This design comes from an exercise in tuning for small area, a short achievable clock period and few clock cycles per item on the open sky130 flow, not from production work. Function was not checked in any run shown here: the RTL went through the layout flow alone. Power figures rest on the tool's default switching activity, not on a simulated workload.

## flow/design.v (module list and top-level ports; edited modules follow where they fit)
// module synBusSatRnd: 113 lines
// module singleDelayWithEnableGeneric: 17 lines
// module synDelayWithEnableGeneric: 291 lines
// module synDelayWithEnable: 18 lines
// module FixedPointMultiplier: 37 lines
// module FixedPointAdder: 36 lines
// module Neuron: 1284 lines
// module FA: 4 lines
// module HAN: 4 lines
module Neuron (
 input clk,
 input GlobalReset,             
 input Input_Valid,             
 input [11:0] Bias,             
 output Idle,
 input [335:0] Row_Wgt,         
 input [27:0] Row_Pix,          
 output Row_Ready,              
 output [18:0] NeuronOutput,
 output OutputReady);
  // ...
==> flow/run.sh <==
#!/bin/bash
# synth_recipe.tcl (not shown) runs the flow's synth.tcl, then flattens the netlist and writes it again
# the make line also repeats each setting of config.mk as NAME=value (left out here)
make -C /OpenROAD-flow-scripts/flow DESIGN_CONFIG=/design/flow/config.mk WORK_HOME=/design/flow/orfs CLKGATE_MAP_FILE= SYNTH_SCRIPT=/design/flow/synth_recipe.tcl finish
==> flow/config.mk <==
export PLATFORM = sky130hd
export DESIGN_NAME = Neuron
export DESIGN_NICKNAME = Neuron
export VERILOG_FILES = /design/flow/design.v
export SDC_FILE = /design/flow/constraint.sdc
export NUM_CORES = 4
export LEC_CHECK = 0
export CAP_MARGIN = 20
export CORE_MARGIN = 2
export CORE_UTILIZATION = 40
export PLACE_DENSITY = 0.6
export SLEW_MARGIN = 20
export SYNTH_HIERARCHICAL = 1
export SYNTH_MINIMUM_KEEP_SIZE = 0
==> flow/constraint.sdc <==
create_clock -name core_clock -period 4.0 [get_ports {clk}]
set_input_delay 0.8000 -clock core_clock [delete_from_list [all_inputs] [get_ports {clk}]]
set_output_delay 0.8000 -clock core_clock [all_outputs]
set_load 0.01 [all_outputs]
==> run summary, run 1 <==
most flop-heavy register acc_s; grt met2 use 49.0%; max frequency 0.264 GHz; Finished Cell Area 0.0189 mm^2; htree depth 4; status no timing/DRC/antenna violations; pin count of the biggest net entering global routing 74; most frequent cells in the layout clkdlybuf4s50_1 (400), nand2_1 (356), fa_1 (351); DRC 0; clkbuf count 18; Non-clock inverters 58; Reg2Reg Setup Slack 720 ps; via-per-instance ratio 4.82; register area 0.00279 mm^2; Slew Limit Fails 0; Combinational Power Share 66.1%; sequential fraction of design power 20.1%; Root Buffer clkbuf_16; multi-input logic portion of the cell area 53.4%; Min-Delay Startpoint o_OutputReady$_DFFE_PN0P_; Final Hold Viols 0; fill cell count 2,882; initial antenna violation count 2; Post-DP HPWL 39,600 um; tap cells 442; Top pwr grp combinational logic; crit path time final 3790 ps; layout cells sized above 1 11.2%; Avg Inst Size Synth 11.3 um^2; Power Clock 1.53 mW; clock power share 13.7%; met1 global-route usage 34.6%; Top Family by Delay on Critical Path compound AO/OA/AOI/OAI gates; Chip Width 186 um; RSZ-0062 raised after global routing false; # setup viols final 0; top routing layer in use met4
==> run 2, diff against run 1 <==
==> flow/flow/run.sh (new file) <==
#!/bin/bash
# The standard layout (the standard.sh: standard synthesis, then ORFS to
# finish), with the ports buffered by sky130_fd_sc_hd__buf_1 cells instead of
# the delay buffers buffer_ports picks by default. Make's output goes to
# flow.log; each ORFS step keeps its own log under orfs/logs/.
set -euo pipefail
bash standard.sh "BUFFER_PORTS_ARGS=-buffer_cell sky130_fd_sc_hd__buf_1" finish > flow.log 2>&1
==> flow/standard.sh (new file) <==
#!/bin/bash
# synth_recipe.tcl (not shown) runs the flow's synth.tcl, then flattens the netlist and writes it again
# the make line also repeats each setting of config.mk as NAME=value (left out here)
make -C /OpenROAD-flow-scripts/flow DESIGN_CONFIG=/design/flow/config.mk WORK_HOME=/design/flow/orfs CLKGATE_MAP_FILE= SYNTH_SCRIPT=/design/flow/synth_recipe.tcl "${@:-finish}"
removed: flow/run.sh
==> run summary, run 2 <==
die footprint 0.0346 mm^2 (unchanged); TritonCTS Sinks 131 (unchanged); via-per-instance ratio 4.87 (was 4.82); GR Overflow Total 0 (unchanged); number of global-route vias before repair 11,300 (about the same); Slew Limit Fails 0 (unchanged); met1 global-route usage 34.6% (about the same); Leak 5.75 nW (was 6.90 nW); DP Area 0.0157 mm^2 (was 0.0183 mm^2); total number of vias 9,934 (was 9,867); Post-CTS Hold Buffers 0 (unchanged); routed len/inst 21.6 um (was 22.6 um); layout cells sized above 1 10.8% (was 11.2%); Worst Setup Start Kind flop (unchanged); status no timing/DRC/antenna violations (unchanged); Final Hold Viols 0 (unchanged); Max Cap Viol 0 (unchanged); RSZ-0062 raised after global routing false (unchanged); max_slew headroom 41.7% (was 51.5%); Critical Path Start acc_s[11]$_DFF_P_ (was acc_s[10]$_DFF_P_); DRT antenna net count 0 (unchanged); maximum vdd drop 0.322 mV (was 0.383 mV); # setup viols final 0 (unchanged); Chip Width 186 um (unchanged); number of nets in the layout 2,335 (was 2,343); Post-DP HPWL 37,000 um (was 39,600 um); critical path class flop to output pin (unchanged); Starting Density 40.7% (unchanged); most common cell after layout, fill and taps aside buf_1 (was clkdlybuf4s50_1); DRC 0 (unchanged); first-pass GRT wire length 65,000 um (was 67,100 um); Buf/Inv on CP 2 (unchanged); P&R area growth vs syn 22.9% (was 42.6%); clk latency of the worst-skew pair 420 ps (was 410 ps); worst hold slack 334 ps (was 493 ps); GR Util All Layers 26.6% (was 27.6%); Final Util 50.0% (was 58.0%); Worst-Margin Slew 875 ps (was 727 ps); hold crit path type primary input to async pin (was flop to flop); Finished Cell Area 0.0163 mm^2 (was 0.0189 mm^2); CP max stage cell a221oi_4 (was clkdlybuf4s50_1); crit path time final 3510 ps (was 3790 ps); htree depth 4 (unchanged); Pwr Density 652 mW/mm^2 (was 592 mW/mm^2); clk slew on worst S/H paths 60 ps (about the same); pin count of the biggest net entering global routing 74 (unchanged); r2r startpoint first_r$_DFF_PN0_ (unchanged); WP data required 3200 ps (about the same); max incr delay on CP 380 ps (was 560 ps); Regs by FF count acc_s (19), acc_c (15), bias_r (12) (unchanged); final clock skew 11.3 ps (was 6.45 ps); setup tns final 0 ps (unchanged); Root Buffer clkbuf_16 (unchanged); IO Pins 401 (unchanged); TritonCTS clock tree done (unchanged); worst-path fanout max 6 (was 7); max reg flops 19 (unchanged); drt pass-1 iters 5 (unchanged); most flop-heavy register acc_s (unchanged); Worst setup EP type output pin (unchanged); CTS resizes 0 (unchanged); initial antenna violation count 4 (was 2); ratio of final minimum period to clock period 87.7% (was 94.7%); met3 usage 5.07% (was 4.30%); global route hottest layer met2 (unchanged); # rows 66 (unchanged); Die Span Y 186 um (unchanged); GPL Wtd Cong 0.905 (was 0.969); max frequency 0.285 GHz (was 0.264 GHz); grt met2 use 44.0% (was 49.0%); Avg Inst Size Synth 11.3 um^2 (unchanged); starting DRC count in detailed routing 597 (was 378); Synth Instances 1,174 (unchanged); total CTS buffers 17 (unchanged); Core Area 0.0325 mm^2 (unchanged); I/O Buffers 400 (unchanged); wirelength, routed 44,000 um (was 46,400 um); postcts setup bufs 0 (unchanged); Data arrival, critical path 2710 ps (was 2990 ps); Max clock buf depth 2 (unchanged); most frequent cells in the layout buf_1 (400), nand2_1 (356), fa_1 (351) (was clkdlybuf4s50_1 (400), nand2_1 (356), fa_1 (351)); Top Family by Delay on Critical Path compound AO/OA/AOI/OAI gates (unchanged); CP cell instances inv_1, ha_1, a21o_1, a221oi_4, o311a_4, mux2_4, o2111ai_2, buf_1 (was inv_1, ha_1, and3_4, a221oi_4, o311a_4, mux2_4, o2111ai_2, clkdlybuf4s50_1); number of synthesis warnings 7 (unchanged); Mapped Area 0.0132 mm^2 (unchanged)
-- run 2: worst paths after layout --
check,endpoint,slack (ps),depth (start not counted)
min in group core_clock,o_OutputReady$_DFFE_PN0P_,480,1
max reg2reg,acc_c[12]$_DFF_P_,630,6
max,NeuronOutput[15],490,8
min,o_OutputReady$_DFFE_PN0P_,330,1
min reg2reg,o_OutputReady$_DFFE_PN0P_,480,1
max in group asynchronous,cyc[3]$_DFFE_PN0P_,3310,1
-- run 2: area by class of cell --
| type | count | area (um^2) |
|---|---|---|
| tap | 442 | 553 |
| multi-input combinational | 946 | 10100 |
| timing repair buffer | 430 | 2030 |
| sequential | 131 | 2790 |
| clock inverter | 8 | 62.6 |
| inverter | 58 | 218 |
| fill | 3095 | 16300 |
| clock buffer | 23 | 520 |
| antenna | 3 | 7.51 |
-- run 2: metal layers --
metal	up-vias	wire, um
met4	2	1720
met2	487	21500
met5	-	13
met3	85	3020
met1	4961	17800
li1	4399	-
-- run 2: stage by stage --
| step | instances | setup WS, ps | power, mW |
|---|---|---|---|
| CTS | 2038 | 484 | 10.8 |
| detailed placement | 2007 | 215 | 9.20 |
| floorplan | 1177 | 441 | 7.09 |
| global route | 2041 | 335 | 11.9 |
| global placement | 2007 | 198 | 8.98 |
| finish | 2041 | 492 | 10.6 |
-- run 2: where the power goes --
part / switching, mW / total [mW] / internal, mW
Clock: 0.584 / 1.50 / 0.919
Sequential: 0.309 / 2.27 / 1.96
Combinational: 3.65 / 6.84 / 3.19
==> run 3, diff against run 2 <==
--- a/flow/config.mk
+++ b/flow/config.mk
@@ -10,4 +10,5 @@
 export CORE_UTILIZATION = 40
 export PLACE_DENSITY = 0.6
+export SETUP_SLACK_MARGIN = 0.8
 export SLEW_MARGIN = 20
 export SYNTH_HIERARCHICAL = 1
==> run summary, run 3 <==
initial antenna violation count 3 (was 4); clk latency of the worst-skew pair 420 ps (about the same); P&R area growth vs syn 32.3% (was 22.9%); most flop-heavy register acc_s (unchanged); maximum vdd drop 0.334 mV (was 0.322 mV); I/O Buffers 400 (unchanged); starting DRC count in detailed routing 698 (was 597); TritonCTS clock tree done (unchanged); GR Overflow Total 0 (unchanged); top routing layer in use met5 (unchanged); Final Hold Viols 0 (unchanged); hold crit path type primary input to async pin (unchanged); worst-path fanout max 6 (unchanged); crit path time final 3260 ps (was 3510 ps); total number of vias 10,400 (was 9,934); Avg Inst Size Synth 11.3 um^2 (unchanged); DRC 0 (unchanged); DRT antenna net count 0 (unchanged); Worst setup EP type flop (was output pin); final non-filler cell total 2,082 (was 2,041); Starting Density 40.7% (unchanged); final clock skew 10.4 ps (was 11.3 ps); WP data required 4310 ps (was 3200 ps); Max clock buf depth 2 (unchanged); CP cell instances clkbuf_2, buf_8, nand2_1, fa_1, fa_2, fa_2, fa_1, or2_4 (was inv_1, ha_1, a21o_1, a221oi_4, o311a_4, mux2_4, o2111ai_2, buf_1); pin count of the biggest net entering global routing 74 (unchanged); worst hold slack 323 ps (was 334 ps); Buf/Inv on CP 2 (unchanged); Synth Instances 1,174 (unchanged); Slew Limit Fails 0 (unchanged); Die Span Y 186 um (unchanged); via-per-instance ratio 4.99 (was 4.87); CP max stage cell fa_1 (was a221oi_4); status no timing/DRC/antenna violations (unchanged); Finished Cell Area 0.0175 mm^2 (was 0.0163 mm^2); IO Pins 401 (unchanged); htree depth 4 (unchanged); # setup viols final 0 (unchanged); DP Area 0.0159 mm^2 (was 0.0157 mm^2); first-pass GRT wire length 67,500 um (was 65,000 um); Mapped Area 0.0132 mm^2 (unchanged); Root Buffer clkbuf_16 (unchanged); TritonCTS Sinks 131 (unchanged); # rows 66 (unchanged); Core Area 0.0325 mm^2 (unchanged); Post-DP HPWL 38,600 um (was 37,000 um); Post-CTS Hold Buffers 0 (unchanged); placed cell count 2,008 (was 2,007); max incr delay on CP 630 ps (was 380 ps); Data arrival, critical path 3570 ps (was 2710 ps); Worst Setup Start Kind primary input (was flop); routed len/inst 23.5 um (was 21.6 um); M1 wire length 18,900 um (was 17,800 um); GR Util All Layers 27.9% (was 26.6%); clk slew on worst S/H paths 60 ps (about the same); layout cells sized above 1 25.5% (was 10.8%); WL met2 23,900 um (was 21,500 um); RSZ-0062 raised after global routing true (was false); ratio of final minimum period to clock period 81.4% (was 87.7%); met3 WL post-DR 3690 um (was 3020 um); Chip Width 186 um (unchanged); max frequency 0.307 GHz (was 0.285 GHz); Max Cap Viol 0 (unchanged); Worst-Margin Slew 968 ps (was 875 ps); wirelength, routed 48,800 um (was 44,000 um); most common cell after layout, fill and taps aside buf_1 (unchanged); Regs by FF count acc_s (19), acc_c (15), bias_r (12) (unchanged); GPL Wtd Cong 0.951 (was 0.905); most frequent cells in the layout buf_1 (379), nand2_1 (311), fa_1 (244) (was buf_1 (400), nand2_1 (356), fa_1 (351)); setup tns final 0 ps (unchanged); Pwr Density 663 mW/mm^2 (was 652 mW/mm^2); drt pass-1 iters 7 (was 5); total CTS buffers 17 (unchanged); max reg flops 19 (unchanged); critical path class primary input to flop (was flop to output pin); number of synthesis warnings 7 (unchanged); number of nets in the layout 2,377 (was 2,335); die footprint 0.0346 mm^2 (unchanged); Top Family by Delay on Critical Path adder cells (was compound AO/OA/AOI/OAI gates); max_slew headroom 35.5% (was 41.7%); Leak 6.15 nW (was 5.75 nW); number of global-route vias before repair 11,600 (was 11,300)
run 3: what timing repair did:
item,in CTS,in global routing
endpoints found under the setup margin,30,35
pin swaps,19,48
cloned,3,8
resized for setup,60,92
setup buffers,16,14
run 3: power breakdown:
part	switching, mW	total (mW)	leakage (nW)	internal, mW
clock network	0.620	1.56	0.286	0.938
registers	0.309	2.27	1.13	1.96
logic	4.00	7.78	4.73	3.78
run 3: worst paths after layout:
check / to / startpoint / depth (start not counted) / slack, ps
worst max register to register: acc_c[9]$_DFF_P_ / first_r$_DFF_PN0_ / 6 / 960
max in group asynchronous: cyc[0]$_DFFE_PN0P_ / GlobalReset / 1 / 3330
worst min register to register: cyc[5]$_DFFE_PN0P_ / cyc[5]$_DFFE_PN0P_ / 1 / 490
min in group core_clock: cyc[5]$_DFFE_PN0P_ / cyc[5]$_DFFE_PN0P_ / 1 / 490
worst max-delay path: p0_7_5$_DFF_P_ / Row_Pix[18] / 8 / 740
worst min-delay path: o_OutputReady$_DFFE_PN0P_ / GlobalReset / 1 / 320
run 3: layer usage:
metal,global-route usage [%],vias up
li1,-,4491
met1,35.4,5289
met2,46.8,489
met3,5.30,110
met4,11.9,2
met5,0,-
run 3: final cells by class:
cell class              instances  area, um^2
well taps                     442         553
flip-flops and latches        131        2800
clock buffers                  20         479
inverters                      58         218
repair buffers                472        2570
multi-input cells             946       10800
fillers                      2977       15000
clock inverters                12         118
diodes                          1        2.50
run 3: through the flow:
| stage | worst slack, ps | utilization (%) | power [mW] |
|---|---|---|---|
| after floorplan | 676 | - | 7.32 |
| after global placement | 292 | 48.7 | 9.23 |
| after detailed placement | 259 | 48.7 | 9.51 |
| after CTS | 699 | 52.2 | 11.5 |
| after global routing | 663 | 53.8 | 12.9 |
| final | 743 | 53.8 | 11.6 |

-- port drivers added, routing unchanged --
No port has a modelled driver above. Below, the same layouts with a new extraction and two added sets of constraints. Step 1: set_driving_cell puts a clkbuf_16 on clk and a buf_2 on each other input, an assumption about the parent block. Step 2 moves the port delays by t, midway between the first and last clock arrival at a register: inputs arrive t later, outputs are due t later. That takes back most of the time a late clock gives input paths. Slacks: ideal ports / drivers / drivers and shift; pairs: ideal ports / drivers.
run	t (ns)	setup slack, ns	worst data-port slew with drivers (ns)
run 1	0.453	0.212 / 0.171 / -0.136	0.10
run 2	0.457	0.492 / 0.449 / 0.169	0.09
run 3	0.460	0.743 / 0.735 / 0.295	0.06
Met with ideal ports but missed after step 2: setup timing in run 1. For run 3, which loses most, drivers alone change the setup slack by -0.008 ns; drivers and shift together by -0.448 ns.
